Context: an optimization exercise on an open-source flow, tuned for small area, a short achievable clock period and few clock cycles per item. The choices shown serve that exercise and are no tape-out recipe. RTL that was checked went through simulation tests only; none was proved equivalent to the original. For runs 1 and 2, only the layout was checked, not whether the RTL still works.

==> flow/design.v <==
`default_nettype	none
module	slowmpy(i_clk, i_reset, i_stb, i_a, i_b, i_aux, o_busy,
		o_done, o_p, o_aux);
	parameter			LGNA = 6;
	parameter	[LGNA:0]	NA = 33;
	parameter	[0:0]		OPT_SIGNED = 1'b1;
	localparam	NB = NA;	 
	input	wire	i_clk, i_reset;
	input	wire	i_stb;
	input	wire	signed	[(NA-1):0]	i_a;
	input	wire	signed	[(NB-1):0]	i_b;
	input	wire				i_aux;
	output	reg				o_busy, o_done;
	output	reg	signed	[(NA+NB-1):0]	o_p;
	output	reg				o_aux;
	reg	[LGNA-1:0]	count;
	reg	[NA-1:0]	p_a;
	reg	[NB-1:0]	p_b;
	reg	[NA+NB-1:0]	partial;
	reg			aux;
	reg	almost_done;
	wire	pre_done;
	assign	pre_done = (count == 0);
	always @(posedge i_clk)
		almost_done <= (!i_reset)&&(o_busy)&&(pre_done);
	always @(posedge i_clk)
	if (i_reset)
	begin
		aux    <= 0;
		o_done <= 0;
		o_busy <= 0;
	end else if ((!o_busy)&&(i_stb))
	begin
		o_done <= 0;
		o_busy <= 1;
		aux    <= i_aux;
	end else if ((o_busy)&&(almost_done))
	begin
		o_done <= 1;
		o_busy <= 0;
	end else
		o_done <= 0;
	wire	[NA-1:0]	pwire;
	assign	pwire = (p_b[0] ? p_a : 0);
	always @(posedge i_clk)
	if (!o_busy)
	begin
		count <= NA[LGNA-1:0]-1;
		partial <= 0;
		p_a <= i_a;
		p_b <= i_b;
	end else begin
		p_b <= (p_b >> 1);
		partial[NB-2:0] <= partial[NB-1:1];
		if ((OPT_SIGNED)&&(pre_done))
			partial[NA+NB-1:NB-1] <= { 1'b0, partial[NA+NB-1:NB]} +
				{ 1'b0, pwire[NA-1], ~pwire[NA-2:0] };
		else if (OPT_SIGNED)
			partial[NA+NB-1:NB-1] <= {1'b0,partial[NA+NB-1:NB]} +
				{ 1'b0, !pwire[NA-1], pwire[NA-2:0] };
		else
			partial[NA+NB-1:NB-1] <= {1'b0, partial[NA+NB-1:NB]}
				+ ((p_b[0]) ? {1'b0,p_a} : 0);
		count <= count - 1;
	end
	always @(posedge i_clk)
	if (almost_done)
	begin
		if (OPT_SIGNED)
			o_p   <= partial[NA+NB-1:0]
				+ {1'b1,{(NA-2){1'b0}},1'b1, {(NB){1'b0}}};
		else
			o_p   <= partial[NA+NB-1:0];
		o_aux <= aux;
	end
endmodule
`default_nettype	none
module	mpyop(i_clk, i_reset, i_start, i_op, i_a, i_b, o_busy, o_last, o_next);
	localparam	ND = 6, NS = 3;
	localparam	NB = 12;	 
	localparam	R  = 8;	 
	localparam	SW = 46;	 
	input	wire		i_clk, i_reset, i_start;
	input	wire	[1:0]	i_op;	 
	input	wire	[31:0]	i_a, i_b;
	output	wire		o_busy;	 
	output	wire		o_last;	 
	output	wire	[31:0]	o_next;	 
	genvar	i;
	reg	[NS-1:0]	stage;
	reg	[32:0]		r_a;	 
	reg	[33:0]		acc;	 
	reg	[31:0]		bsh;	 
	reg			r_sgn, r_hi;
	reg	[ND-1:0]	d_one, d_two, d_neg;	 
	always @(posedge i_clk)
	if (i_reset)
		stage <= 0;
	else
		stage <= { stage[NS-2:0], i_start };
	assign	o_busy = |stage;
	assign	o_last = stage[NS-1];
	wire	nlast = stage[NS-2];	 
	wire	ext = r_sgn & bsh[R+NB-1];	 
	wire	[NB:0]	nchunk;
	generate for(i=0; i<NB; i=i+1)
	begin : NCHUNK
		if (i < R)
			assign nchunk[i+1] = (i_start) ? i_b[i] : bsh[NB+i];
		else
			assign nchunk[i+1] = (i_start) ? i_b[i]
					: ((nlast) ? ext : bsh[NB+i]);
	end endgenerate
	assign	nchunk[0] = (i_start) ? 1'b0 : bsh[NB-1];
	generate for(i=0; i<ND; i=i+1)
	begin : ENC
		wire	bm = nchunk[2*i];
		wire	b0 = nchunk[2*i+1];
		wire	b1 = nchunk[2*i+2];
		always @(posedge i_clk)
		begin
			d_one[i] <= b0 ^ bm;
			d_two[i] <= (b1 & !b0 & !bm) | (!b1 & b0 & bm);
			d_neg[i] <= b1;
		end
	end endgenerate
	wire	[33:0]	a_x1 = { r_a[32], r_a };
	wire	[33:0]	a_x2 = { r_a, 1'b0 };
	wire	[33:0]	pp0 = ({(34){d_one[0]}} & a_x1) | ({(34){d_two[0]}} & a_x2);
	wire	[33:0]	rw0 = pp0 ^ {(34){d_neg[0]}};
	wire	[33:0]	rx0 = { !rw0[33], rw0[32:0] };
	wire	[33:0]	pp1 = ({(34){d_one[1]}} & a_x1) | ({(34){d_two[1]}} & a_x2);
	wire	[33:0]	rw1 = pp1 ^ {(34){d_neg[1]}};
	wire	[33:0]	rx1 = { !rw1[33], rw1[32:0] };
	wire	[33:0]	pp2 = ({(34){d_one[2]}} & a_x1) | ({(34){d_two[2]}} & a_x2);
	wire	[33:0]	rw2 = pp2 ^ {(34){d_neg[2]}};
	wire	[33:0]	rx2 = { !rw2[33], rw2[32:0] };
	wire	[33:0]	pp3 = ({(34){d_one[3]}} & a_x1) | ({(34){d_two[3]}} & a_x2);
	wire	[33:0]	rw3 = pp3 ^ {(34){d_neg[3]}};
	wire	[33:0]	rx3 = { !rw3[33], rw3[32:0] };
	wire	[33:0]	pp4 = ({(34){d_one[4]}} & a_x1) | ({(34){d_two[4]}} & a_x2);
	wire	[33:0]	rw4 = pp4 ^ {(34){d_neg[4]}};
	wire	[33:0]	rx4 = { !rw4[33], rw4[32:0] };
	wire	[33:0]	pp5 = ({(34){d_one[5]}} & a_x1) | ({(34){d_two[5]}} & a_x2);
	wire	[33:0]	rw5 = pp5 ^ {(34){d_neg[5]}};
	wire	[33:0]	rx5 = { !rw5[33], rw5[32:0] };
	wire	[33:0]	acc_in = (stage[0]) ? 34'h0 : acc;
	wire	[33:0]	accx = { !acc_in[33], acc_in[32:0] };
	wire t1 = accx[8] ^ d_neg[4];
	wire t2 = accx[8] & d_neg[4];
	wire t3 = accx[9] ^ rx0[9];
	wire t4 = accx[9] & rx0[9];
	wire t5 = accx[10] ^ d_neg[5] ^ rx0[10];
	wire t6 = (accx[10] & d_neg[5]) | (accx[10] & rx0[10]) | (d_neg[5] & rx0[10]);
	wire t7 = rx1[8] ^ rx2[6];
	wire t8 = rx1[8] & rx2[6];
	wire t9 = accx[11] ^ rx0[11] ^ rx1[9];
	wire t10 = (accx[11] & rx0[11]) | (accx[11] & rx1[9]) | (rx0[11] & rx1[9]);
	wire t11 = rx2[7] ^ rx3[5];
	wire t12 = rx2[7] & rx3[5];
	wire t13 = accx[12] ^ rx0[12] ^ rx1[10];
	wire t14 = (accx[12] & rx0[12]) | (accx[12] & rx1[10]) | (rx0[12] & rx1[10]);
	wire t15 = rx2[8] ^ rx3[6];
	wire t16 = rx2[8] & rx3[6];
	wire t17 = accx[13] ^ rx0[13] ^ rx1[11];
	wire t18 = (accx[13] & rx0[13]) | (accx[13] & rx1[11]) | (rx0[13] & rx1[11]);
	wire t19 = rx2[9] ^ rx3[7];
	wire t20 = rx2[9] & rx3[7];
	wire t21 = accx[14] ^ rx0[14] ^ rx1[12];
	wire t22 = (accx[14] & rx0[14]) | (accx[14] & rx1[12]) | (rx0[14] & rx1[12]);
	wire t23 = rx2[10] ^ rx3[8];
	wire t24 = rx2[10] & rx3[8];
	wire t25 = accx[15] ^ rx0[15] ^ rx1[13];
	wire t26 = (accx[15] & rx0[15]) | (accx[15] & rx1[13]) | (rx0[15] & rx1[13]);
	wire t27 = rx2[11] ^ rx3[9];
	wire t28 = rx2[11] & rx3[9];
	wire t29 = accx[16] ^ rx0[16] ^ rx1[14];
	wire t30 = (accx[16] & rx0[16]) | (accx[16] & rx1[14]) | (rx0[16] & rx1[14]);
	wire t31 = rx2[12] ^ rx3[10];
	wire t32 = rx2[12] & rx3[10];
	wire t33 = accx[17] ^ rx0[17] ^ rx1[15];
	wire t34 = (accx[17] & rx0[17]) | (accx[17] & rx1[15]) | (rx0[17] & rx1[15]);
	wire t35 = rx2[13] ^ rx3[11];
	wire t36 = rx2[13] & rx3[11];
	wire t37 = accx[18] ^ rx0[18] ^ rx1[16];
	wire t38 = (accx[18] & rx0[18]) | (accx[18] & rx1[16]) | (rx0[18] & rx1[16]);
	wire t39 = rx2[14] ^ rx3[12];
	wire t40 = rx2[14] & rx3[12];
	wire t41 = accx[19] ^ rx0[19] ^ rx1[17];
	wire t42 = (accx[19] & rx0[19]) | (accx[19] & rx1[17]) | (rx0[19] & rx1[17]);
	wire t43 = rx2[15] ^ rx3[13];
	wire t44 = rx2[15] & rx3[13];
	wire t45 = accx[20] ^ rx0[20] ^ rx1[18];
	wire t46 = (accx[20] & rx0[20]) | (accx[20] & rx1[18]) | (rx0[20] & rx1[18]);
	wire t47 = rx2[16] ^ rx3[14];
	wire t48 = rx2[16] & rx3[14];
	wire t49 = accx[21] ^ rx0[21] ^ rx1[19];
	wire t50 = (accx[21] & rx0[21]) | (accx[21] & rx1[19]) | (rx0[21] & rx1[19]);
	wire t51 = rx2[17] ^ rx3[15];
	wire t52 = rx2[17] & rx3[15];
	wire t53 = accx[22] ^ rx0[22] ^ rx1[20];
	wire t54 = (accx[22] & rx0[22]) | (accx[22] & rx1[20]) | (rx0[22] & rx1[20]);
	wire t55 = rx2[18] ^ rx3[16];
	wire t56 = rx2[18] & rx3[16];
	wire t57 = accx[23] ^ rx0[23] ^ rx1[21];
	wire t58 = (accx[23] & rx0[23]) | (accx[23] & rx1[21]) | (rx0[23] & rx1[21]);
	wire t59 = rx2[19] ^ rx3[17];
	wire t60 = rx2[19] & rx3[17];
	wire t61 = accx[24] ^ rx0[24] ^ rx1[22];
	wire t62 = (accx[24] & rx0[24]) | (accx[24] & rx1[22]) | (rx0[24] & rx1[22]);
	wire t63 = rx2[20] ^ rx3[18];
	wire t64 = rx2[20] & rx3[18];
	wire t65 = accx[25] ^ rx0[25] ^ rx1[23];
	wire t66 = (accx[25] & rx0[25]) | (accx[25] & rx1[23]) | (rx0[25] & rx1[23]);
	wire t67 = rx2[21] ^ rx3[19];
	wire t68 = rx2[21] & rx3[19];
	wire t69 = accx[26] ^ rx0[26] ^ rx1[24];
	wire t70 = (accx[26] & rx0[26]) | (accx[26] & rx1[24]) | (rx0[26] & rx1[24]);
	wire t71 = rx2[22] ^ rx3[20];
	wire t72 = rx2[22] & rx3[20];
	wire t73 = accx[27] ^ rx0[27] ^ rx1[25];
	wire t74 = (accx[27] & rx0[27]) | (accx[27] & rx1[25]) | (rx0[27] & rx1[25]);
	wire t75 = rx2[23] ^ rx3[21];
	wire t76 = rx2[23] & rx3[21];
	wire t77 = accx[28] ^ rx0[28] ^ rx1[26];
	wire t78 = (accx[28] & rx0[28]) | (accx[28] & rx1[26]) | (rx0[28] & rx1[26]);
	wire t79 = rx2[24] ^ rx3[22];
	wire t80 = rx2[24] & rx3[22];
	wire t81 = accx[29] ^ rx0[29] ^ rx1[27];
	wire t82 = (accx[29] & rx0[29]) | (accx[29] & rx1[27]) | (rx0[29] & rx1[27]);
	wire t83 = rx2[25] ^ rx3[23];
	wire t84 = rx2[25] & rx3[23];
	wire t85 = accx[30] ^ rx0[30] ^ rx1[28];
	wire t86 = (accx[30] & rx0[30]) | (accx[30] & rx1[28]) | (rx0[30] & rx1[28]);
	wire t87 = rx2[26] ^ rx3[24];
	wire t88 = rx2[26] & rx3[24];
	wire t89 = accx[31] ^ rx0[31] ^ rx1[29];
	wire t90 = (accx[31] & rx0[31]) | (accx[31] & rx1[29]) | (rx0[31] & rx1[29]);
	wire t91 = rx2[27] ^ rx3[25];
	wire t92 = rx2[27] & rx3[25];
	wire t93 = accx[32] ^ rx0[32] ^ rx1[30];
	wire t94 = (accx[32] & rx0[32]) | (accx[32] & rx1[30]) | (rx0[32] & rx1[30]);
	wire t95 = rx2[28] ^ rx3[26];
	wire t96 = rx2[28] & rx3[26];
	wire t97 = accx[33] ^ rx0[33] ^ rx1[31];
	wire t98 = (accx[33] & rx0[33]) | (accx[33] & rx1[31]) | (rx0[33] & rx1[31]);
	wire t99 = rx2[29] ^ rx3[27];
	wire t100 = rx2[29] & rx3[27];
	wire t101 = !(rx1[32] ^ rx2[30]);
	wire t102 = rx1[32] | rx2[30];
	wire t103 = accx[4] ^ d_neg[2];
	wire t104 = accx[4] & d_neg[2];
	wire t105 = accx[5] ^ rx0[5];
	wire t106 = accx[5] & rx0[5];
	wire t107 = accx[6] ^ d_neg[3] ^ rx0[6];
	wire t108 = (accx[6] & d_neg[3]) | (accx[6] & rx0[6]) | (d_neg[3] & rx0[6]);
	wire t109 = rx1[4] ^ rx2[2];
	wire t110 = rx1[4] & rx2[2];
	wire t111 = accx[7] ^ rx0[7] ^ rx1[5];
	wire t112 = (accx[7] & rx0[7]) | (accx[7] & rx1[5]) | (rx0[7] & rx1[5]);
	wire t113 = rx2[3] ^ rx3[1];
	wire t114 = rx2[3] & rx3[1];
	wire t115 = t1 ^ rx0[8] ^ rx1[6];
	wire t116 = (t1 & rx0[8]) | (t1 & rx1[6]) | (rx0[8] & rx1[6]);
	wire t117 = rx2[4] ^ rx3[2] ^ rx4[0];
	wire t118 = (rx2[4] & rx3[2]) | (rx2[4] & rx4[0]) | (rx3[2] & rx4[0]);
	wire t119 = t2 ^ rx1[7] ^ rx2[5];
	wire t120 = (t2 & rx1[7]) | (t2 & rx2[5]) | (rx1[7] & rx2[5]);
	wire t121 = rx3[3] ^ rx4[1] ^ t3;
	wire t122 = (rx3[3] & rx4[1]) | (rx3[3] & t3) | (rx4[1] & t3);
	wire t123 = rx3[4] ^ rx4[2] ^ rx5[0];
	wire t124 = (rx3[4] & rx4[2]) | (rx3[4] & rx5[0]) | (rx4[2] & rx5[0]);
	wire t125 = t4 ^ t7 ^ t5;
	wire t126 = (t4 & t7) | (t4 & t5) | (t7 & t5);
	wire t127 = rx4[3] ^ rx5[1] ^ t8;
	wire t128 = (rx4[3] & rx5[1]) | (rx4[3] & t8) | (rx5[1] & t8);
	wire t129 = t11 ^ t6 ^ t9;
	wire t130 = (t11 & t6) | (t11 & t9) | (t6 & t9);
	wire t131 = rx4[4] ^ rx5[2] ^ t12;
	wire t132 = (rx4[4] & rx5[2]) | (rx4[4] & t12) | (rx5[2] & t12);
	wire t133 = t15 ^ t10 ^ t13;
	wire t134 = (t15 & t10) | (t15 & t13) | (t10 & t13);
	wire t135 = rx4[5] ^ rx5[3] ^ t16;
	wire t136 = (rx4[5] & rx5[3]) | (rx4[5] & t16) | (rx5[3] & t16);
	wire t137 = t19 ^ t14 ^ t17;
	wire t138 = (t19 & t14) | (t19 & t17) | (t14 & t17);
	wire t139 = rx4[6] ^ rx5[4] ^ t20;
	wire t140 = (rx4[6] & rx5[4]) | (rx4[6] & t20) | (rx5[4] & t20);
	wire t141 = t23 ^ t18 ^ t21;
	wire t142 = (t23 & t18) | (t23 & t21) | (t18 & t21);
	wire t143 = rx4[7] ^ rx5[5] ^ t24;
	wire t144 = (rx4[7] & rx5[5]) | (rx4[7] & t24) | (rx5[5] & t24);
	wire t145 = t27 ^ t22 ^ t25;
	wire t146 = (t27 & t22) | (t27 & t25) | (t22 & t25);
	wire t147 = rx4[8] ^ rx5[6] ^ t28;
	wire t148 = (rx4[8] & rx5[6]) | (rx4[8] & t28) | (rx5[6] & t28);
	wire t149 = t31 ^ t26 ^ t29;
	wire t150 = (t31 & t26) | (t31 & t29) | (t26 & t29);
	wire t151 = rx4[9] ^ rx5[7] ^ t32;
	wire t152 = (rx4[9] & rx5[7]) | (rx4[9] & t32) | (rx5[7] & t32);
	wire t153 = t35 ^ t30 ^ t33;
	wire t154 = (t35 & t30) | (t35 & t33) | (t30 & t33);
	wire t155 = rx4[10] ^ rx5[8] ^ t36;
	wire t156 = (rx4[10] & rx5[8]) | (rx4[10] & t36) | (rx5[8] & t36);
	wire t157 = t39 ^ t34 ^ t37;
	wire t158 = (t39 & t34) | (t39 & t37) | (t34 & t37);
	wire t159 = rx4[11] ^ rx5[9] ^ t40;
	wire t160 = (rx4[11] & rx5[9]) | (rx4[11] & t40) | (rx5[9] & t40);
	wire t161 = t43 ^ t38 ^ t41;
	wire t162 = (t43 & t38) | (t43 & t41) | (t38 & t41);
	wire t163 = rx4[12] ^ rx5[10] ^ t44;
	wire t164 = (rx4[12] & rx5[10]) | (rx4[12] & t44) | (rx5[10] & t44);
	wire t165 = t47 ^ t42 ^ t45;
	wire t166 = (t47 & t42) | (t47 & t45) | (t42 & t45);
	wire t167 = rx4[13] ^ rx5[11] ^ t48;
	wire t168 = (rx4[13] & rx5[11]) | (rx4[13] & t48) | (rx5[11] & t48);
	wire t169 = t51 ^ t46 ^ t49;
	wire t170 = (t51 & t46) | (t51 & t49) | (t46 & t49);
	wire t171 = rx4[14] ^ rx5[12] ^ t52;
	wire t172 = (rx4[14] & rx5[12]) | (rx4[14] & t52) | (rx5[12] & t52);
	wire t173 = t55 ^ t50 ^ t53;
	wire t174 = (t55 & t50) | (t55 & t53) | (t50 & t53);
	wire t175 = rx4[15] ^ rx5[13] ^ t56;
	wire t176 = (rx4[15] & rx5[13]) | (rx4[15] & t56) | (rx5[13] & t56);
	wire t177 = t59 ^ t54 ^ t57;
	wire t178 = (t59 & t54) | (t59 & t57) | (t54 & t57);
	wire t179 = rx4[16] ^ rx5[14] ^ t60;
	wire t180 = (rx4[16] & rx5[14]) | (rx4[16] & t60) | (rx5[14] & t60);
	wire t181 = t63 ^ t58 ^ t61;
	wire t182 = (t63 & t58) | (t63 & t61) | (t58 & t61);
	wire t183 = rx4[17] ^ rx5[15] ^ t64;
	wire t184 = (rx4[17] & rx5[15]) | (rx4[17] & t64) | (rx5[15] & t64);
	wire t185 = t67 ^ t62 ^ t65;
	wire t186 = (t67 & t62) | (t67 & t65) | (t62 & t65);
	wire t187 = rx4[18] ^ rx5[16] ^ t68;
	wire t188 = (rx4[18] & rx5[16]) | (rx4[18] & t68) | (rx5[16] & t68);
	wire t189 = t71 ^ t66 ^ t69;
	wire t190 = (t71 & t66) | (t71 & t69) | (t66 & t69);
	wire t191 = rx4[19] ^ rx5[17] ^ t72;
	wire t192 = (rx4[19] & rx5[17]) | (rx4[19] & t72) | (rx5[17] & t72);
	wire t193 = t75 ^ t70 ^ t73;
	wire t194 = (t75 & t70) | (t75 & t73) | (t70 & t73);
	wire t195 = rx4[20] ^ rx5[18] ^ t76;
	wire t196 = (rx4[20] & rx5[18]) | (rx4[20] & t76) | (rx5[18] & t76);
	wire t197 = t79 ^ t74 ^ t77;
	wire t198 = (t79 & t74) | (t79 & t77) | (t74 & t77);
	wire t199 = rx4[21] ^ rx5[19] ^ t80;
	wire t200 = (rx4[21] & rx5[19]) | (rx4[21] & t80) | (rx5[19] & t80);
	wire t201 = t83 ^ t78 ^ t81;
	wire t202 = (t83 & t78) | (t83 & t81) | (t78 & t81);
	wire t203 = rx4[22] ^ rx5[20] ^ t84;
	wire t204 = (rx4[22] & rx5[20]) | (rx4[22] & t84) | (rx5[20] & t84);
	wire t205 = t87 ^ t82 ^ t85;
	wire t206 = (t87 & t82) | (t87 & t85) | (t82 & t85);
	wire t207 = rx4[23] ^ rx5[21] ^ t88;
	wire t208 = (rx4[23] & rx5[21]) | (rx4[23] & t88) | (rx5[21] & t88);
	wire t209 = t91 ^ t86 ^ t89;
	wire t210 = (t91 & t86) | (t91 & t89) | (t86 & t89);
	wire t211 = rx4[24] ^ rx5[22] ^ t92;
	wire t212 = (rx4[24] & rx5[22]) | (rx4[24] & t92) | (rx5[22] & t92);
	wire t213 = t95 ^ t90 ^ t93;
	wire t214 = (t95 & t90) | (t95 & t93) | (t90 & t93);
	wire t215 = rx4[25] ^ rx5[23] ^ t96;
	wire t216 = (rx4[25] & rx5[23]) | (rx4[25] & t96) | (rx5[23] & t96);
	wire t217 = t99 ^ t94 ^ t97;
	wire t218 = (t99 & t94) | (t99 & t97) | (t94 & t97);
	wire t219 = rx3[28] ^ rx4[26] ^ rx5[24];
	wire t220 = (rx3[28] & rx4[26]) | (rx3[28] & rx5[24]) | (rx4[26] & rx5[24]);
	wire t221 = t100 ^ t101 ^ t98;
	wire t222 = (t100 & t101) | (t100 & t98) | (t101 & t98);
	wire t223 = rx1[33] ^ rx2[31] ^ rx3[29];
	wire t224 = (rx1[33] & rx2[31]) | (rx1[33] & rx3[29]) | (rx2[31] & rx3[29]);
	wire t225 = rx4[27] ^ rx5[25] ^ t102;
	wire t226 = (rx4[27] & rx5[25]) | (rx4[27] & t102) | (rx5[25] & t102);
	wire t227 = !(rx2[32] ^ rx3[30]);
	wire t228 = rx2[32] | rx3[30];
	wire t229 = rx4[28] ^ rx5[26];
	wire t230 = rx4[28] & rx5[26];
	wire t231 = rx2[33] ^ rx3[31] ^ rx4[29];
	wire t232 = (rx2[33] & rx3[31]) | (rx2[33] & rx4[29]) | (rx3[31] & rx4[29]);
	wire t233 = !(rx3[32] ^ rx4[30]);
	wire t234 = rx3[32] | rx4[30];
	wire t235 = accx[2] ^ d_neg[1];
	wire t236 = accx[2] & d_neg[1];
	wire t237 = accx[3] ^ rx0[3];
	wire t238 = accx[3] & rx0[3];
	wire t239 = t103 ^ rx0[4] ^ rx1[2];
	wire t240 = (t103 & rx0[4]) | (t103 & rx1[2]) | (rx0[4] & rx1[2]);
	wire t241 = t104 ^ rx1[3] ^ rx2[1];
	wire t242 = (t104 & rx1[3]) | (t104 & rx2[1]) | (rx1[3] & rx2[1]);
	wire t243 = rx3[0] ^ t106 ^ t109;
	wire t244 = (rx3[0] & t106) | (rx3[0] & t109) | (t106 & t109);
	wire t245 = t110 ^ t113 ^ t108;
	wire t246 = (t110 & t113) | (t110 & t108) | (t113 & t108);
	wire t247 = t114 ^ t112 ^ t115;
	wire t248 = (t114 & t112) | (t114 & t115) | (t112 & t115);
	wire t249 = t116 ^ t118 ^ t119;
	wire t250 = (t116 & t118) | (t116 & t119) | (t118 & t119);
	wire t251 = t120 ^ t123 ^ t122;
	wire t252 = (t120 & t123) | (t120 & t122) | (t123 & t122);
	wire t253 = t124 ^ t127 ^ t126;
	wire t254 = (t124 & t127) | (t124 & t126) | (t127 & t126);
	wire t255 = t128 ^ t131 ^ t130;
	wire t256 = (t128 & t131) | (t128 & t130) | (t131 & t130);
	wire t257 = t132 ^ t135 ^ t134;
	wire t258 = (t132 & t135) | (t132 & t134) | (t135 & t134);
	wire t259 = t136 ^ t139 ^ t138;
	wire t260 = (t136 & t139) | (t136 & t138) | (t139 & t138);
	wire t261 = t140 ^ t143 ^ t142;
	wire t262 = (t140 & t143) | (t140 & t142) | (t143 & t142);
	wire t263 = t144 ^ t147 ^ t146;
	wire t264 = (t144 & t147) | (t144 & t146) | (t147 & t146);
	wire t265 = t148 ^ t151 ^ t150;
	wire t266 = (t148 & t151) | (t148 & t150) | (t151 & t150);
	wire t267 = t152 ^ t155 ^ t154;
	wire t268 = (t152 & t155) | (t152 & t154) | (t155 & t154);
	wire t269 = t156 ^ t159 ^ t158;
	wire t270 = (t156 & t159) | (t156 & t158) | (t159 & t158);
	wire t271 = t160 ^ t163 ^ t162;
	wire t272 = (t160 & t163) | (t160 & t162) | (t163 & t162);
	wire t273 = t164 ^ t167 ^ t166;
	wire t274 = (t164 & t167) | (t164 & t166) | (t167 & t166);
	wire t275 = t168 ^ t171 ^ t170;
	wire t276 = (t168 & t171) | (t168 & t170) | (t171 & t170);
	wire t277 = t172 ^ t175 ^ t174;
	wire t278 = (t172 & t175) | (t172 & t174) | (t175 & t174);
	wire t279 = t176 ^ t179 ^ t178;
	wire t280 = (t176 & t179) | (t176 & t178) | (t179 & t178);
	wire t281 = t180 ^ t183 ^ t182;
	wire t282 = (t180 & t183) | (t180 & t182) | (t183 & t182);
	wire t283 = t184 ^ t187 ^ t186;
	wire t284 = (t184 & t187) | (t184 & t186) | (t187 & t186);
	wire t285 = t188 ^ t191 ^ t190;
	wire t286 = (t188 & t191) | (t188 & t190) | (t191 & t190);
	wire t287 = t192 ^ t195 ^ t194;
	wire t288 = (t192 & t195) | (t192 & t194) | (t195 & t194);
	wire t289 = t196 ^ t199 ^ t198;
	wire t290 = (t196 & t199) | (t196 & t198) | (t199 & t198);
	wire t291 = t200 ^ t203 ^ t202;
	wire t292 = (t200 & t203) | (t200 & t202) | (t203 & t202);
	wire t293 = t204 ^ t207 ^ t206;
	wire t294 = (t204 & t207) | (t204 & t206) | (t207 & t206);
	wire t295 = t208 ^ t211 ^ t210;
	wire t296 = (t208 & t211) | (t208 & t210) | (t211 & t210);
	wire t297 = t212 ^ t215 ^ t214;
	wire t298 = (t212 & t215) | (t212 & t214) | (t215 & t214);
	wire t299 = t219 ^ t216 ^ t218;
	wire t300 = (t219 & t216) | (t219 & t218) | (t216 & t218);
	wire t301 = t220 ^ t223 ^ t225;
	wire t302 = (t220 & t223) | (t220 & t225) | (t223 & t225);
	wire t303 = t227 ^ t229 ^ t224;
	wire t304 = (t227 & t229) | (t227 & t224) | (t229 & t224);
	wire t305 = rx5[27] ^ t228 ^ t230;
	wire t306 = (rx5[27] & t228) | (rx5[27] & t230) | (t228 & t230);
	wire t307 = rx5[28] ^ t233;
	wire t308 = rx5[28] & t233;
	wire t309 = rx3[33] ^ rx4[31] ^ rx5[29];
	wire t310 = (rx3[33] & rx4[31]) | (rx3[33] & rx5[29]) | (rx4[31] & rx5[29]);
	wire t311 = !(rx4[32] ^ rx5[30]);
	wire t312 = rx4[32] | rx5[30];
	wire t313 = accx[0] ^ d_neg[0];
	wire t314 = accx[0] & d_neg[0];
	wire t315 = accx[1] ^ rx0[1];
	wire t316 = accx[1] & rx0[1];
	wire t317 = t235 ^ rx0[2] ^ rx1[0];
	wire t318 = (t235 & rx0[2]) | (t235 & rx1[0]) | (rx0[2] & rx1[0]);
	wire t319 = t236 ^ rx1[1] ^ t237;
	wire t320 = (t236 & rx1[1]) | (t236 & t237) | (rx1[1] & t237);
	wire t321 = rx2[0] ^ t238 ^ t239;
	wire t322 = (rx2[0] & t238) | (rx2[0] & t239) | (t238 & t239);
	wire t323 = t105 ^ t240 ^ t241;
	wire t324 = (t105 & t240) | (t105 & t241) | (t240 & t241);
	wire t325 = t242 ^ t107 ^ t243;
	wire t326 = (t242 & t107) | (t242 & t243) | (t107 & t243);
	wire t327 = t111 ^ t244 ^ t245;
	wire t328 = (t111 & t244) | (t111 & t245) | (t244 & t245);
	wire t329 = t117 ^ t246 ^ t247;
	wire t330 = (t117 & t246) | (t117 & t247) | (t246 & t247);
	wire t331 = t121 ^ t248 ^ t249;
	wire t332 = (t121 & t248) | (t121 & t249) | (t248 & t249);
	wire t333 = t250 ^ t125 ^ t251;
	wire t334 = (t250 & t125) | (t250 & t251) | (t125 & t251);
	wire t335 = t129 ^ t252 ^ t253;
	wire t336 = (t129 & t252) | (t129 & t253) | (t252 & t253);
	wire t337 = t133 ^ t254 ^ t255;
	wire t338 = (t133 & t254) | (t133 & t255) | (t254 & t255);
	wire t339 = t137 ^ t256 ^ t257;
	wire t340 = (t137 & t256) | (t137 & t257) | (t256 & t257);
	wire t341 = t141 ^ t258 ^ t259;
	wire t342 = (t141 & t258) | (t141 & t259) | (t258 & t259);
	wire t343 = t145 ^ t260 ^ t261;
	wire t344 = (t145 & t260) | (t145 & t261) | (t260 & t261);
	wire t345 = t149 ^ t262 ^ t263;
	wire t346 = (t149 & t262) | (t149 & t263) | (t262 & t263);
	wire t347 = t153 ^ t264 ^ t265;
	wire t348 = (t153 & t264) | (t153 & t265) | (t264 & t265);
	wire t349 = t157 ^ t266 ^ t267;
	wire t350 = (t157 & t266) | (t157 & t267) | (t266 & t267);
	wire t351 = t161 ^ t268 ^ t269;
	wire t352 = (t161 & t268) | (t161 & t269) | (t268 & t269);
	wire t353 = t165 ^ t270 ^ t271;
	wire t354 = (t165 & t270) | (t165 & t271) | (t270 & t271);
	wire t355 = t169 ^ t272 ^ t273;
	wire t356 = (t169 & t272) | (t169 & t273) | (t272 & t273);
	wire t357 = t173 ^ t274 ^ t275;
	wire t358 = (t173 & t274) | (t173 & t275) | (t274 & t275);
	wire t359 = t177 ^ t276 ^ t277;
	wire t360 = (t177 & t276) | (t177 & t277) | (t276 & t277);
	wire t361 = t181 ^ t278 ^ t279;
	wire t362 = (t181 & t278) | (t181 & t279) | (t278 & t279);
	wire t363 = t185 ^ t280 ^ t281;
	wire t364 = (t185 & t280) | (t185 & t281) | (t280 & t281);
	wire t365 = t189 ^ t282 ^ t283;
	wire t366 = (t189 & t282) | (t189 & t283) | (t282 & t283);
	wire t367 = t193 ^ t284 ^ t285;
	wire t368 = (t193 & t284) | (t193 & t285) | (t284 & t285);
	wire t369 = t197 ^ t286 ^ t287;
	wire t370 = (t197 & t286) | (t197 & t287) | (t286 & t287);
	wire t371 = t201 ^ t288 ^ t289;
	wire t372 = (t201 & t288) | (t201 & t289) | (t288 & t289);
	wire t373 = t205 ^ t290 ^ t291;
	wire t374 = (t205 & t290) | (t205 & t291) | (t290 & t291);
	wire t375 = t209 ^ t292 ^ t293;
	wire t376 = (t209 & t292) | (t209 & t293) | (t292 & t293);
	wire t377 = t213 ^ t294 ^ t295;
	wire t378 = (t213 & t294) | (t213 & t295) | (t294 & t295);
	wire t379 = t217 ^ t296 ^ t297;
	wire t380 = (t217 & t296) | (t217 & t297) | (t296 & t297);
	wire t381 = t221 ^ t298 ^ t299;
	wire t382 = (t221 & t298) | (t221 & t299) | (t298 & t299);
	wire t383 = t222 ^ t301 ^ t300;
	wire t384 = (t222 & t301) | (t222 & t300) | (t301 & t300);
	wire t385 = t226 ^ t303 ^ t302;
	wire t386 = (t226 & t303) | (t226 & t302) | (t303 & t302);
	wire t387 = t231 ^ t305 ^ t304;
	wire t388 = (t231 & t305) | (t231 & t304) | (t305 & t304);
	wire t389 = t232 ^ t306 ^ t307;
	wire t390 = (t232 & t306) | (t232 & t307) | (t306 & t307);
	wire t391 = t234 ^ t308 ^ t309;
	wire t392 = (t234 & t308) | (t234 & t309) | (t308 & t309);
	wire t393 = t311 ^ t310;
	wire t394 = t311 & t310;
	wire t395 = rx4[33] ^ rx5[31] ^ t312;
	wire t396 = (rx4[33] & rx5[31]) | (rx4[33] & t312) | (rx5[31] & t312);
	wire t397 = !rx5[32];
	wire	[SW-1:0]	tx = { 1'b1, 1'b1, rx5[32], t397, t394, t393, t390, t389, t387, t385, t382, t380, t378, t376, t374, t372, t370, t368, t366, t364, t362, t360, t358, t356, t354, t352, t350, t348, t346, t344, t342, t340, t338, t336, t334, t332, t330, t328, t326, t324, t322, t320, t318, t316, t314, t313 };
	wire	[SW-1:0]	ty = { 1'b0, 1'b0, rx5[33], t396, t395, t392, t391, t388, t386, t384, t383, t381, t379, t377, t375, t373, t371, t369, t367, t365, t363, t361, t359, t357, t355, t353, t351, t349, t347, t345, t343, t341, t339, t337, t335, t333, t331, t329, t327, t325, t323, t321, t319, t317, t315, rx0[0] };
	wire	[SW-1:0]	rsum = tx + ty;
	always @(posedge i_clk)
	if (i_start)
	begin
		r_a   <= { i_op[0] & i_a[31], i_a };
		bsh   <= i_b;
		r_sgn <= i_op[0];
		r_hi  <= i_op[1];
	end else
		bsh   <= { rsum[NB-1:0], bsh[31:NB] };
	always @(posedge i_clk)
		acc   <= rsum[NB+33:NB];
	assign	o_next = (r_hi) ? rsum[R+31:R] : { rsum[R-1:0], bsh[31:R] };
endmodule
`default_nettype	none
module	cpuops(i_clk,i_reset, i_stb, i_op, i_a, i_b, o_c, o_f, o_valid,
			o_busy);
	input	wire	i_clk, i_reset, i_stb;
	input	wire	[3:0]	i_op;
	input	wire	[31:0]	i_a, i_b;
	output	reg	[31:0]	o_c;
	output	wire	[3:0]	o_f;
	output	reg		o_valid;
	output	wire		o_busy;
	reg	c, pre_sign, set_ovfl, keep_sgn_on_ovfl;
	wire	this_is_a_multiply_op;
	assign	this_is_a_multiply_op = (i_stb)&&((i_op[3:1]==3'h5)||(i_op[3:0]==4'hc));
	wire		mpybusy, mpylast;
	wire	[31:0]	mpy_next;
	mpyop	thempy(i_clk, i_reset, this_is_a_multiply_op, i_op[1:0],
		i_a, i_b, mpybusy, mpylast, mpy_next);
	wire	[31:0]	next_c;
	wire		next_carry;
	aluop	thealu(i_stb, i_op, i_a, i_b, mpy_next, next_c, next_carry);
	always @(posedge i_clk)
	begin
		pre_sign <= i_a[31];
		c <= next_carry;
		set_ovfl <= i_stb && (((i_op==4'h0)&&(i_a[31] != i_b[31]))
			||((i_op==4'h2)&&(i_a[31] == i_b[31]))
			||(i_op == 4'h6)
			||(i_op == 4'h5));
		keep_sgn_on_ovfl <= i_stb &&
			(((i_op==4'h0)&&(i_a[31] != i_b[31]))
			||((i_op==4'h2)&&(i_a[31] == i_b[31])));
		o_c <= next_c;
	end
	assign	o_busy = mpybusy;
	wire	z = (o_c == 32'h0000);
	wire	n = (o_c[31]);
	wire	v = (set_ovfl)&&(pre_sign != o_c[31]);
	wire	vx = (keep_sgn_on_ovfl)&&(pre_sign != o_c[31]);
	assign	o_f = { v, n^vx, c, z };
	always @(posedge i_clk)
	if (i_reset)
		o_valid <= 1'b0;
	else
		o_valid <=((i_stb)&&(!this_is_a_multiply_op))||(mpylast);
endmodule
module	aluop(i_stb, i_op, i_a, i_b, i_mpy, o_r, o_c);
	input	wire		i_stb;
	input	wire	[3:0]	i_op;
	input	wire	[31:0]	i_a, i_b;
	input	wire	[31:0]	i_mpy;
	output	wire	[31:0]	o_r;
	output	wire		o_c;
	genvar	k;
	wire		sub = !i_op[1];
	wire	[32:0]	sum = { 1'b0, i_a } + { 1'b0, i_b ^ {(32){sub}} }
				+ { 32'h0, sub };
	wire		c_add = sum[32] ^ sub;
	wire	[31:0]	a_rev, b_rev;
	generate for(k=0; k<32; k=k+1)
	begin : REV
		assign	a_rev[k] = i_a[31-k];
		assign	b_rev[k] = i_b[31-k];
	end endgenerate
	wire		lsl  = i_op[1] & !i_op[0];
	wire		fill = i_op[1] & i_op[0] & i_a[31];
	wire		kill = |i_b[31:6];
	wire	[32:0]	sh_in = { (lsl) ? a_rev : i_a, 1'b0 };
	wire	signed	[33:0]	sh_x = { fill, sh_in };
	wire	[33:0]	sh_y = sh_x >>> i_b[5:0];
	wire	[32:0]	sh_r = (kill) ? {(33){fill}} : sh_y[32:0];
	wire	[31:0]	sh_rev;
	generate for(k=0; k<32; k=k+1)
	begin : SREV
		assign	sh_rev[k] = sh_r[32-k];
	end endgenerate
	wire	op_arith = i_stb && (i_op[3:2] == 2'b00) && !i_op[0];  
	wire	op_rsh   = i_stb && (i_op[3:2] == 2'b01) && i_op[0];   
	wire	op_lsl   = i_stb && (i_op == 4'h6);
	wire	op_and   = (i_op == 4'h1);
	wire	op_or    = (i_op == 4'h3);
	wire	op_xor   = (i_op == 4'h4);
	wire	op_brev  = (i_op == 4'h8);
	wire	op_ldilo = (i_op == 4'h9);
	wire	op_mov   = (i_op[3:1] == 3'b101) || (i_op[3:2] == 2'b11);
	wire	op_logic = i_stb && (op_and || op_or || op_xor || op_brev
					|| op_ldilo || op_mov);
	wire	[31:0]	logic_r = ({(32){op_and}} & (i_a & i_b))
			| ({(32){op_or}} & (i_a | i_b))
			| ({(32){op_xor}} & (i_a ^ i_b))
			| ({(32){op_brev}} & b_rev)
			| ({(32){op_ldilo}} & { i_a[31:16], i_b[15:0] })
			| ({(32){op_mov}} & i_b);
	assign	o_r = ({(32){op_arith}} & sum[31:0])
			| ({(32){op_rsh}} & sh_r[32:1])
			| ({(32){op_lsl}} & sh_rev)
			| ({(32){op_logic}} & logic_r)
			| ({(32){!i_stb}} & i_mpy);
	assign	o_c = (op_arith & c_add) | ((op_rsh | op_lsl) & sh_r[0]);
endmodule
==> flow/run.sh <==
#!/bin/bash
# synth_recipe.tcl (not shown) runs the flow's synth.tcl, then flattens the netlist and writes it again
# the make line also repeats each setting of config.mk as NAME=value (left out here)
make -C /OpenROAD-flow-scripts/flow DESIGN_CONFIG=/design/flow/config.mk WORK_HOME=/design/flow/orfs CLKGATE_MAP_FILE= SYNTH_SCRIPT=/design/flow/synth_recipe.tcl finish
==> flow/config.mk <==
export PLATFORM = sky130hd
export DESIGN_NAME = cpuops
export DESIGN_NICKNAME = cpuops
export VERILOG_FILES = /design/flow/design.v
export SDC_FILE = /design/flow/constraint.sdc
export NUM_CORES = 4
export LEC_CHECK = 0
export CAP_MARGIN = 20
export CORE_MARGIN = 2
export CORE_UTILIZATION = 40
export SETUP_SLACK_MARGIN = 3.5
export SLEW_MARGIN = 20
==> flow/constraint.sdc <==
create_clock -name core_clock -period 10.0 [get_ports {i_clk}]
set_input_delay 2.0000 -clock core_clock [delete_from_list [all_inputs] [get_ports {i_clk}]]
set_output_delay 2.0000 -clock core_clock [all_outputs]
set_load 0.01 [all_outputs]
==> results of run 1 <==
-- critical path, stage by stage (launching register included) --
cell      delay (ps)
dfxtp_1          570
buf_4            350
a22oi_1          120
xor2_1           200
fa_1             520
fa_1             450
inv_1             90
fa_1             440
fa_1             510
ha_1             430
a21o_1           220
a21o_1           160
a21oi_1          160
o21ai_0          210
nor3_2           520
o21ai_1          230
xor2_1           230
a221oi_2         490
o31ai_1          160
-- layout make-up --
class | instances | area (sq um)
Tap cell | 756 | 946
Clock inverter | 13 | 124
Inverter | 256 | 961
Multi-Input combinational cell | 1998 | 17400
Clock buffer | 19 | 475
Sequential cell | 151 | 3390
Timing Repair Buffer | 150 | 1390
Fill cell | 5550 | 31400
-- routing by layer --
metal / part of all wire [%] / wire length (um) / vias up
met5: 0.011 / 10 / -
met4: 5.5 / 5150 / 2
met2: 44 / 41100 / 1271
li1: - / - / 9257
met3: 8.9 / 8360 / 244
met1: 42 / 39000 / 10600
-- stage by stage --
step / setup WS, ps / instance area [sq um] / hold WS [ps] / utilization, %
global route: 3520 / 24700 / 509 / 44.0
global placement: 3510 / 24100 / 447 / 42.9
detailed placement: 3500 / 24100 / 460 / 42.9
CTS: 3580 / 24700 / 477 / 44.0
finish: 3760 / 24700 / 479 / 44.0
floorplan: 4300 / 22600 / 425 / -
-- cells in the final DEF, fill, tap and decap left out, types with 23 or more instances in the layout --
cell type          n
a211oi_1          25
a21o_1            56
a21oi_1          136
a221o_1           23
a221oi_1          42
a22oi_1          220
buf_4             42
clkdlybuf4s50_1  107
dfxtp_1          106
edfxtp_1          35
fa_1             159
ha_1             180
inv_1            252
mux2i_1           57
mux4_2            38
nand2_1          153
nand2b_1          39
nand3_1           24
nor2_1           109
o21ai_0          120
xnor2_1          201
xor2_1           107
-- flip-flops by register name (all words and copies together) (netlist names) --
| name | count |
|---|---|
| thempy.bsh | 28 |
| c | 1 |
| thempy.acc | 34 |
| keep_sgn_on_ovfl | 1 |
| thempy.d_two | 6 |
| pre_sign | 1 |
| o_valid | 1 |
| thempy.d_neg | 2 |
| thempy.stage | 3 |
| thempy.r_hi | 1 |
| o_c | 32 |
| set_ovfl | 1 |
| thempy.r_sgn | 1 |
| thempy.r_a | 33 |
| thempy.d_one | 6 |
-- worst max path at each step --
stage / depth (start not counted) / to / start
after floorplan: 14 / o_c[26] / i_op[1]
after global placement: 19 / o_c[23] / thempy.d_two[3]
after detailed placement: 19 / o_c[23] / thempy.d_two[3]
after CTS: 17 / o_c[23] / thempy.bsh[1]
after global routing: 16 / thempy.acc[30] / thempy.d_one[3]
final: 18 / o_c[23] / thempy.d_two[1]
-- what timing repair did --
item	4_1_cts	5_1_grt
resized for setup	1	5
hold buffers	0	0
buffers inserted	0	0
pin swaps	0	1
endpoints found under the setup margin	1	4
-- kinds of logic (layout without fill, tap and decap cells) --
kind of cell    after synthesis  after routing  share of synthesized area (%)
xor+xnor                    308            308                           12.0
fa+ha+maj                   339            339                           24.1
compound gates              785            785                           24.3
simple gates                463            463                           9.83
buf+inv                     474            438                           8.09
flops                       151            151                           15.0
mux                         103            103                           6.72
==> summary.txt, run 1 <==
Final Hold Violating Endpoints 0; post-route insts no fill 3343; critical path class flop to flop; drt first pass iters 9; starting DRC count in detailed routing 2661; WL final 93700 um; # setup viols final 0; Hold Crit Depth 2; DR vias 21300; Hold Crit Start thempy.bsh[31]; post-synth top area share 14.1%; Horiz. Die Dim 241 um; initial antenna violation count 2; ranking of synthesized cells by area fa_1 (14%), dfxtp_1 (10%), ha_1 (10%), xnor2_1 (7.8%), a22oi_1 (7.3%); clock buffer count from CTS 17; Highest Clock Rate 160 MHz; Avg WL per Cell 28.0 um; Inst Count DP 3311; Post-Synthesis Net Count 3033; full die area 0.0583 sq mm; Post-synth ARST share 0%; Area Growth Syn to Fin 9.41%; Min-Delay Path Class flop to flop; Total Neg Setup Slack 0 ps; initial core utilization 40.2%; vias in the first global route 20600; GRT overflow 0; GR Util met2 49.8%; GR Layer Usage met1 44.0%; Worst Setup Start Kind flop; clk slew on worst S/H paths 70 ps; worst endpoint required time 10300 ps; clock latency (worst-skew pair) 450 ps; Worst R2R Setup Slack 3760 ps; placement row count 87; CTS Buffer Depth 2; RSZ-0062 raised after global routing no; CP arrival 6530 ps; Ys Warns 2; layout cells sized above 1 6.26%; outcome finished clean; final max-slew violation count 0; root buf cell clkbuf_16; dominant cell type by area after synthesis fa_1; number of max-cap violations 0; I/O Buffers 108; RePlAce Congestion 1.02; GR peak layer met2; worst hold endpoint thempy.bsh[19]; largest net degree at the start of global routing 63; crit path time final 6240 ps; Synth Cell Area 0.0226 sq mm; Avg Cell Area, Syn 8.60 sq um; Slew @ Worst Pin 1230 ps; Yosys reg bits 151; Ports 109; crit path capture type flop; Die Height 241 um; Seq/Total Area, Yosys 15.0%; M3 GR Usage 4.96%; ys flop type dfxtp_1; Netlist cell types 78; Routed Antenna Nets 0; CORE AREA 0.0561 sq mm; Antenna diodes 0; worst r2r dst o_c[23]; global-route usage over all layers 32.2%; Max-slew headroom 17.3%; Reg-to-Reg Start thempy.d_two[1]; CP max FO 23; r2r worst-path depth 18; Gate Count Post-Synth 2623; most frequent cells after synthesis inv_1 (252), a22oi_1 (220), xnor2_1 (201), clkbuf_1 (187), ha_1 (180); clock sink count 151; Final nets 2984; vias per cell 6.38; first-pass GRT wire length 138000 um; drt drc 0; hpwl dp 72600 um; Tcrit/Tclk final 62.4%; CTS tree yes; clock skew 16.7 ps; number of synthesized flops with an enable pin 35; CTS H-tree depth 4; most frequent cell after synthesis inv_1
==> run 2, diff against run 1 <==
--- a/flow/config.mk
+++ b/flow/config.mk
@@ -10,3 +10,3 @@
 export CORE_UTILIZATION = 40
-export SETUP_SLACK_MARGIN = 3.5
+export SETUP_SLACK_MARGIN = 4
 export SLEW_MARGIN = 20
==> run 2 against run 1 <==
  * Critical endpoint is now o_c[30]
  * Clock-buffer cell count unchanged
  * Cell area increased by 1.5%
  * Register-to-register slack improved by 370 ps
  * Sequential share of layout area decreased by 0.12 points
  * First-iteration DRC count increased by 5.5%
  * Die area unchanged
  * Still clean
  * Largest cell class unchanged
==> summary.txt, run 2 <==
Hold Crit Depth 2 (unchanged); vias per cell 6.34 (-0.63%); CTS H-tree depth 4 (unchanged); RePlAce Congestion 1.02 (unchanged); root buf cell clkbuf_16; largest net degree at the start of global routing 63 (unchanged); vias in the first global route 20600 (-0.053%); clock sink count 151 (unchanged); worst hold slack 480 ps (+0.307 ps); Netlist cell types 78 (unchanged); hpwl dp 72600 um (unchanged); initial core utilization 40.2% (unchanged); Horiz. Die Dim 241 um (unchanged); number of synthesized flops with an enable pin 35 (unchanged); layout cells sized above 1 7.69% (+1.4 points); r2r worst-path depth 16 (-2); clock latency (worst-skew pair) 450 ps (about the same); CTS tree yes; DR vias 21400 (+0.20%); Regs by FF count thempy.acc (34), thempy.r_a (33), o_c (32); clock buffer count from CTS 17 (unchanged); Gate Count Post-Synth 2623 (unchanged); drt drc 0 (unchanged); clk slew on worst S/H paths 70 ps (about the same); Avg Cell Area, Syn 8.60 sq um (unchanged); critical path's slowest cell clkdlybuf4s50_1; dominant cell type by area after synthesis fa_1; CP arrival 6350 ps (-180 ps); ys flop type dfxtp_1; RSZ-0062 raised after global routing yes; number of max-cap violations 0 (unchanged); CTS Buffer Depth 2 (unchanged); pre-CTS setup slack 3500 ps (unchanged); # setup viols final 0 (unchanged); I/O Buffers 108 (unchanged); commonest non-fill, non-tap cells in the layout inv_1 (252), a22oi_1 (220), xnor2_1 (201), ha_1 (179), fa_1 (159); initial antenna violation count 3 (+1); most frequent cells after synthesis inv_1 (252), a22oi_1 (220), xnor2_1 (201), clkbuf_1 (187), ha_1 (180); CORE AREA 0.0561 sq mm (unchanged); Ys Warns 2 (unchanged); Routed Antenna Nets 0 (unchanged); Ports 109 (unchanged); first-pass GRT wire length 138000 um (unchanged); full die area 0.0583 sq mm (unchanged); Core Util, Final 44.7% (+0.67 points); Post-CTS Hold Buffers 0 (unchanged); final max-slew violation count 0 (unchanged); CP max stage delay 1110 ps (+540 ps); GRT overflow 0 (unchanged); Yosys reg bits 151 (unchanged); ranking of synthesized cells by area fa_1 (14%), dfxtp_1 (10%), ha_1 (10%), xnor2_1 (7.8%), a22oi_1 (7.3%); crit path capture type flop; drt first pass iters 7 (-2); Area Growth Syn to Fin 11.1%; clock skew 17.0 ps (+0.275 ps); most frequent cell after synthesis inv_1; Final Hold Violating Endpoints 0 (unchanged); Seq/Total Area, Yosys 15.0% (unchanged); Inst Count DP 3311 (unchanged); Tcrit/Tclk final 59.9% (-2.5 points); Slew @ Worst Pin 1170 ps (-59.4 ps); Die Height 241 um (unchanged); Synth Cell Area 0.0226 sq mm (unchanged); max FFs per register 34 (unchanged); outcome finished clean; Post-synth ARST share 0% (unchanged); worst endpoint required time 10370 ps (+70 ps); Final nets 3011 (+0.90%); global-route usage over all layers 32.2% (about the same); commonest non-fill, non-tap cell in the layout inv_1; CP max FO 19 (-17%); final setup margin 4010 ps (+249 ps); Total Neg Setup Slack 0 ps (unchanged); Max-slew headroom 21.3% (+4.0 points); Highest Clock Rate 167 MHz (+4.2%); placement row count 87 (unchanged); Avg WL per Cell 27.8 um (-0.73%); post-route insts no fill 3371 (+0.84%); Post-Synthesis Net Count 3033 (unchanged); crit path time final 5990 ps (-249 ps); WL final 93700 um (about the same); post-synth top area share 14.1% (unchanged); Worst Setup Start Kind primary input; Min-Delay Path Class flop to flop; starting DRC count in detailed routing 2807 (+5.5%); critical path cell sequence clkdlybuf4s50_1 -> inv_1 -> nor2_1 -> nand2_1 -> nor2_2 -> nand2_1 -> o22ai_1 -> nor2_1 -> o221ai_1; largest register by flop count thempy.acc; critical path class primary input to flop
run 2: cell count changes in the layout (fill, tap and decap cells not counted), sizes merged:
| cell | before | now |
|---|---|---|
| diode | 0 | 1 |
| buf | 43 | 70 |
run 2: cell families (layout without fill, tap and decap cells):
family / count (synthesis) / after routing / share of synthesized area, %
AOI/OAI and AO/OA: 785 / 785 / 24.3
buffers and inverters: 474 / 465 / 8.09
and+or+nand+nor: 463 / 463 / 9.83
adders and majority gates: 339 / 339 / 24.1
xor gates and xnor gates: 308 / 308 / 12.0
DFF: 151 / 151 / 15.0
muxes: 103 / 103 / 6.72
other: 0 / 1 / 0
run 2: area by class of cell:
type                       instances  area [sq um]
timing repair buffer             177          1680
multi-input combinational       1998         17500
clock inverter                    13           124
sequential                       151          3410
inverter                         256           961
tap                              756           946
fill                            5524         31000
clock buffer                      19           475
antenna                            1          2.50
run 2: repair_timing:
| action | in CTS | in global routing |
|---|---|---|
| endpoints found under the setup margin | 14 | 22 |
| buffers inserted | 2 | 25 |
| pin swaps | 2 | 3 |
| gates resized for setup | 14 | 21 |
run 2: through the flow:
stage | instance area [sq um]
after global routing | 25100
after global placement | 24100
final | 25100
after CTS | 24700
after detailed placement | 24100
after floorplan | 22600
run 2: worst paths after layout:
| kind | from | end | slack, ps |
|---|---|---|---|
| hold / removal | thempy.bsh[31] | thempy.bsh[19] | 480 |
| setup / recovery | i_stb | o_c[30] | 4010 |
| setup reg to reg | thempy.r_a[7] | o_c[18] | 4130 |
| hold reg to reg | thempy.bsh[31] | thempy.bsh[19] | 480 |
run 2: critical path, delay by kind of cell:
kind / cells / cell delay, ps
AOI/OAI and AO/OA: 2 / 760
buffers and inverters: 2 / 1590
and+or+nand+nor: 5 / 1980
run 2: per-layer routing:
| metal | wire length [um] | up-vias | global-route usage [%] |
|---|---|---|---|
| met3 | 8350 | 216 | 5.22 |
| met2 | 41300 | 1263 | 49.9 |
| li1 | - | 9319 | - |
| met1 | 39100 | 10600 | 43.8 |
| met5 | 13 | - | 0 |
| met4 | 5010 | 2 | 15.5 |
==> run 3, diff against run 2 <==
--- a/flow/design.v
+++ b/flow/design.v
@@ -77,3 +77,3 @@
 `default_nettype	none
-module	mpyop(i_clk, i_reset, i_start, i_op, i_a, i_b, o_busy, o_last, o_next);
+module	mpyop(i_clk, i_reset, i_start, i_op, i_a, i_b, i_areg, o_busy, o_last, o_next);
 	localparam	ND = 6, NS = 3;
@@ -85,2 +85,3 @@
 	input	wire	[31:0]	i_a, i_b;
+	input	wire	[31:0]	i_areg;	 
 	output	wire		o_busy;	 
@@ -90,3 +91,4 @@
 	reg	[NS-1:0]	stage;
-	reg	[32:0]		r_a;	 
+	reg			r_asgn;	 
+	wire	[32:0]		r_a = { r_asgn, i_areg };
 	reg	[33:0]		acc;	 
@@ -108,8 +110,8 @@
 		if (i < R)
-			assign nchunk[i+1] = (i_start) ? i_b[i] : bsh[NB+i];
+			assign nchunk[i+1] = (o_busy) ? bsh[NB+i] : i_b[i];
 		else
-			assign nchunk[i+1] = (i_start) ? i_b[i]
-					: ((nlast) ? ext : bsh[NB+i]);
+			assign nchunk[i+1] = (o_busy)
+					? ((nlast) ? ext : bsh[NB+i]) : i_b[i];
 	end endgenerate
-	assign	nchunk[0] = (i_start) ? 1'b0 : bsh[NB-1];
+	assign	nchunk[0] = (o_busy) ? bsh[NB-1] : 1'b0;
 	generate for(i=0; i<ND; i=i+1)
@@ -549,5 +551,5 @@
 	always @(posedge i_clk)
-	if (i_start)
+	if (!o_busy)
 	begin
-		r_a   <= { i_op[0] & i_a[31], i_a };
+		r_asgn <= i_op[0] & i_a[31];
 		bsh   <= i_b;
@@ -577,6 +579,7 @@
 	mpyop	thempy(i_clk, i_reset, this_is_a_multiply_op, i_op[1:0],
-		i_a, i_b, mpybusy, mpylast, mpy_next);
+		i_a, i_b, o_c, mpybusy, mpylast, mpy_next);
 	wire	[31:0]	next_c;
 	wire		next_carry;
-	aluop	thealu(i_stb, i_op, i_a, i_b, mpy_next, next_c, next_carry);
+	aluop	thealu(mpybusy, mpylast, i_op, i_a, i_b, mpy_next, o_c,
+			next_c, next_carry);
 	always @(posedge i_clk)
@@ -585,3 +588,3 @@
 		c <= next_carry;
-		set_ovfl <= i_stb && (((i_op==4'h0)&&(i_a[31] != i_b[31]))
+		set_ovfl <= !mpybusy && (((i_op==4'h0)&&(i_a[31] != i_b[31]))
 			||((i_op==4'h2)&&(i_a[31] == i_b[31]))
@@ -589,3 +592,3 @@
 			||(i_op == 4'h5));
-		keep_sgn_on_ovfl <= i_stb &&
+		keep_sgn_on_ovfl <= !mpybusy &&
 			(((i_op==4'h0)&&(i_a[31] != i_b[31]))
@@ -606,7 +609,7 @@
 endmodule
-module	aluop(i_stb, i_op, i_a, i_b, i_mpy, o_r, o_c);
-	input	wire		i_stb;
+module	aluop(i_busy, i_last, i_op, i_a, i_b, i_mpy, i_hold, o_r, o_c);
+	input	wire		i_busy, i_last;
 	input	wire	[3:0]	i_op;
 	input	wire	[31:0]	i_a, i_b;
-	input	wire	[31:0]	i_mpy;
+	input	wire	[31:0]	i_mpy, i_hold;
 	output	wire	[31:0]	o_r;
@@ -636,5 +639,6 @@
 	end endgenerate
-	wire	op_arith = i_stb && (i_op[3:2] == 2'b00) && !i_op[0];  
-	wire	op_rsh   = i_stb && (i_op[3:2] == 2'b01) && i_op[0];   
-	wire	op_lsl   = i_stb && (i_op == 4'h6);
+	wire	alu = !i_busy;
+	wire	op_arith = alu && (i_op[3:2] == 2'b00) && !i_op[0];  
+	wire	op_rsh   = alu && (i_op[3:2] == 2'b01) && i_op[0];   
+	wire	op_lsl   = alu && (i_op == 4'h6);
 	wire	op_and   = (i_op == 4'h1);
@@ -644,5 +648,6 @@
 	wire	op_ldilo = (i_op == 4'h9);
-	wire	op_mov   = (i_op[3:1] == 3'b101) || (i_op[3:2] == 2'b11);
-	wire	op_logic = i_stb && (op_and || op_or || op_xor || op_brev
-					|| op_ldilo || op_mov);
+	wire	op_mov   = (i_op[3:2] == 2'b11) && (i_op[1:0] != 2'b00);  
+	wire	op_mpy   = (i_op[3:1] == 3'b101) || (i_op == 4'hc);	 
+	wire	op_logic = alu && (op_and || op_or || op_xor || op_brev
+					|| op_ldilo || op_mov || op_mpy);
 	wire	[31:0]	logic_r = ({(32){op_and}} & (i_a & i_b))
@@ -652,3 +657,4 @@
 			| ({(32){op_ldilo}} & { i_a[31:16], i_b[15:0] })
-			| ({(32){op_mov}} & i_b);
+			| ({(32){op_mov}} & i_b)
+			| ({(32){op_mpy}} & i_a);
 	assign	o_r = ({(32){op_arith}} & sum[31:0])
@@ -657,3 +663,4 @@
 			| ({(32){op_logic}} & logic_r)
-			| ({(32){!i_stb}} & i_mpy);
+			| ({(32){i_last}} & i_mpy)
+			| ({(32){i_busy && !i_last}} & i_hold);
 	assign	o_c = (op_arith & c_add) | ((op_rsh | op_lsl) & sh_r[0]);
==> run 3 against run 2 <==
  * Clock skew fell by 9.8 ps
  * Hold slack got worse by 15 ps
==> summary.txt, run 3 <==
Horiz. Die Dim 238 um (-1.4%); post-synthesis compound-gate area fraction 24.7% (+0.36 points); most frequent cells after synthesis inv_1 (241), a22oi_1 (230), xnor2_1 (208), ha_1 (180), clkbuf_1 (179); Netlist cell types 81 (+3.8%); clock buffer count from CTS 17 (unchanged); clock sink count 119 (-21%); post-synthesis mux area share 7.39% (+0.66 points); GRT overflow 0 (unchanged); worst hold slack 465 ps (-14.5 ps); drt first pass iters 7 (unchanged); CP max stage delay 900 ps (-210 ps); final max-slew violation count 0 (unchanged); Core Util, Final 44.8% (+0.095 points); Avg Cell Area, Syn 8.33 sq um (-3.2%); drt drc 0 (unchanged); commonest non-fill, non-tap cells in the layout inv_1 (241), a22oi_1 (230), xnor2_1 (208), ha_1 (180), nand2_1 (175); post-route insts no fill 3313 (-1.7%); Routed Antenna Nets 0 (unchanged); initial core utilization 40.6% (+0.33 points); Area Growth Syn to Fin 10.4%; RePlAce Congestion 1.03 (+1.7%); Min-Delay Path Class flop to flop; number of max-cap violations 0 (unchanged); clock latency (worst-skew pair) 430 ps (-20 ps); largest net degree at the start of global routing 53 (-16%); Synth Cell Area 0.0219 sq mm (-2.8%); # setup viols final 0 (unchanged); Avg WL per Cell 28.4 um (+2.0%); largest register by flop count thempy.acc; Antenna diodes 0 (-1); number of synthesized flops with an enable pin 3 (-91%); Max-slew headroom 27.6% (+6.3 points); commonest non-fill, non-tap cell in the layout inv_1; starting DRC count in detailed routing 2831 (+0.86%); Tcrit/Tclk final 58.1% (-1.8 points); Inst Count DP 3277 (-1.0%); ys flop type dfxtp_1; clock skew 7.25 ps (-9.77 ps); CP arrival 6150 ps (-200 ps); placement row count 85 (-2.3%); post-synth top area share 14.5% (+0.41 points); initial antenna violation count 1 (-2); Post-CTS Hold Buffers 0 (unchanged); clk slew on worst S/H paths 60 ps (about the same); worst endpoint required time 10340 ps (-30 ps); Final Hold Violating Endpoints 0 (unchanged); first-pass GRT wire length 139000 um (+0.81%); critical path's slowest cell dfxtp_2; Die Height 238 um (-1.4%); crit path time final 5810 ps (-176 ps); root buf cell clkbuf_16; Regs by FF count thempy.acc (34), o_c (32), thempy.bsh (28); layout cells sized above 1 7.91% (+0.22 points); Slew @ Worst Pin 1080 ps (-88.3 ps); vias per cell 6.55 (+3.3%); hpwl dp 71800 um (-1.2%); full die area 0.0567 sq mm (-2.8%); critical path class flop to flop; dominant cell type by area after synthesis fa_1; CTS Buffer Depth 2 (unchanged); Final nets 3015 (+0.13%); ranking of synthesized cells by area fa_1 (15%), dfxtp_1 (11%), ha_1 (10%), xnor2_1 (8.3%), a22oi_1 (7.9%); Yosys reg bits 119 (-21%); Gate Count Post-Synth 2632 (+0.34%); CP Buf/Inv Count 0 (-2); global-route usage over all layers 32.7% (+0.51 points); critical path cell sequence a22oi_1 -> xnor2_1 -> fa_1 -> fa_1 -> fa_1 -> ha_1 -> a21o_1 -> a21oi_1 -> nor2b_1 -> or3b_2 -> a21oi_1 -> a21boi_0 -> a21oi_1 -> o221ai_1; CTS H-tree depth 4 (unchanged); CORE AREA 0.0540 sq mm (-3.6%); most frequent cell after synthesis inv_1; largest family of logic cells by synthesized area adder cells; Post-Synthesis Net Count 3042 (+0.30%); Total Neg Setup Slack 0 ps (unchanged); Seq/Total Area, Yosys 11.0% (-3.9 points); DR vias 21700 (+1.5%); Worst Setup Start Kind flop; vias in the first global route 20800 (+0.70%); WL final 93900 um (+0.20%); CTS tree yes; crit path capture type flop; Ports 109 (unchanged); RSZ-0062 raised after global routing yes; Post-synth ARST share 0% (unchanged); CP max FO 34 (+15); I/O Buffers 108 (unchanged); Post-Synth Adder-Cell Area 24.8% (+0.70 points); Highest Clock Rate 172 MHz (+3.0%); Synth Area in XOR/XNOR 12.4% (+0.43 points); Simple-Gate Fraction of Synth Area 11.4% (+1.5 points); top cell family by delay on the critical path compound AO/OA/AOI/OAI gates; outcome finished clean; Ys Warns 2 (unchanged); max FFs per register 34 (unchanged)
run 3: changes by cell type in the layout (fill, tap and decap cells not counted), sizes merged, moves of 10 or more:
cell | previous run | this run
a31oi | 12 | 47
edfxtp | 35 | 3
a21oi | 136 | 112
nand2 | 153 | 175
a221oi | 44 | 64
o21ai | 124 | 105
inv | 265 | 250
nand3 | 24 | 39
a222oi | 17 | 3
a22oi | 220 | 231
nor2b | 19 | 30
a221o | 23 | 13
nor3 | 26 | 16
run 3: logic make-up (layout without fill, tap and decap cells):
kind of cell | Yosys count | after routing
buffers and inverters | 469 | 454
multiplexers | 111 | 111
AO/OA/AOI/OAI | 770 | 770
flip-flops | 119 | 119
AND/OR/NAND/NOR | 514 | 514
XOR/XNOR | 310 | 310
adder cells (fa/ha/maj) | 339 | 339
run 3: stage by stage:
| stage | setup WS, ps | area, sq um |
|---|---|---|
| after floorplan | 4210 | 21900 |
| after global placement | 3640 | 23500 |
| after detailed placement | 3610 | 23500 |
| after CTS | 4020 | 24100 |
| after global routing | 3970 | 24200 |
| final | 4190 | 24200 |
run 3: worst reg2reg max path, delay by kind of cell (launching register included):
kind / cells / cell delay (ps)
flip-flops: 1 / 900
AND/OR/NAND/NOR: 2 / 520
adder cells (fa/ha/maj): 4 / 1950
AO/OA/AOI/OAI: 7 / 2100
XOR/XNOR: 1 / 250
run 3: final timing paths:
path,to,depth (start not counted),startpoint,slack (ps)
min,thempy.bsh[16],2,thempy.bsh[28],470
max reg2reg,o_c[20],14,thempy.d_one[4],4190
min reg2reg,thempy.bsh[16],2,thempy.bsh[28],470
max,o_c[20],14,thempy.d_one[4],4190
run 3: layout make-up:
type | count | area (sq um)
fill | 5412 | 29800
multi-input combinational | 2044 | 17700
sequential | 119 | 2450
timing repair buffer | 175 | 1610
inverter | 248 | 933
tap | 696 | 871
clock buffer | 18 | 439
clock inverter | 13 | 145
run 3: timing repair:
action	in CTS	in global routing
endpoints found under the setup margin	21	25
pin swaps	0	2
buffers inserted	0	4
gates resized for setup	16	22
run 3: metal layers:
layer | up-vias | track usage, % | share of wire (%)
met2 | 1416 | 50.8 | 44
met3 | 228 | 3.51 | 9.3
met4 | 2 | 14.9 | 5.2
li1 | 9339 | - | -
met5 | - | 0 | 0.012
met1 | 10700 | 45.9 | 42
Testbench counts of run 3, summed over its fixed seeds: cycles 28,765, items 16,384.

## port drivers added, routing unchanged
Ports are ideal in the flow. The routed layouts listed here were re-timed in OpenROAD. Step 1 assumes that a clkbuf_16 drives the clock port and a buf_2 every other input. Step 2 times the ports against the registers' clock, not the clock port: input delays grow and output delays shrink by t, the midpoint of the rising clock arrivals with the driver on. Three values: ideal ports, drivers, drivers and shift; two values: the first two.
run	shift t [ns]	setup WS [ns]	worst slew at a driven data input, ns
run 1	0.500	3.763 / 3.763 / 3.545	0.05
run 2	0.499	4.013 / 4.031 / 3.532	0.05
run 3	0.476	4.189 / 4.189 / 3.771	0.04
After both steps setup and hold are still met in every run listed. The setup slack of run 2, which loses most, moves by +0.018 ns with the drivers and by -0.481 ns with both steps.
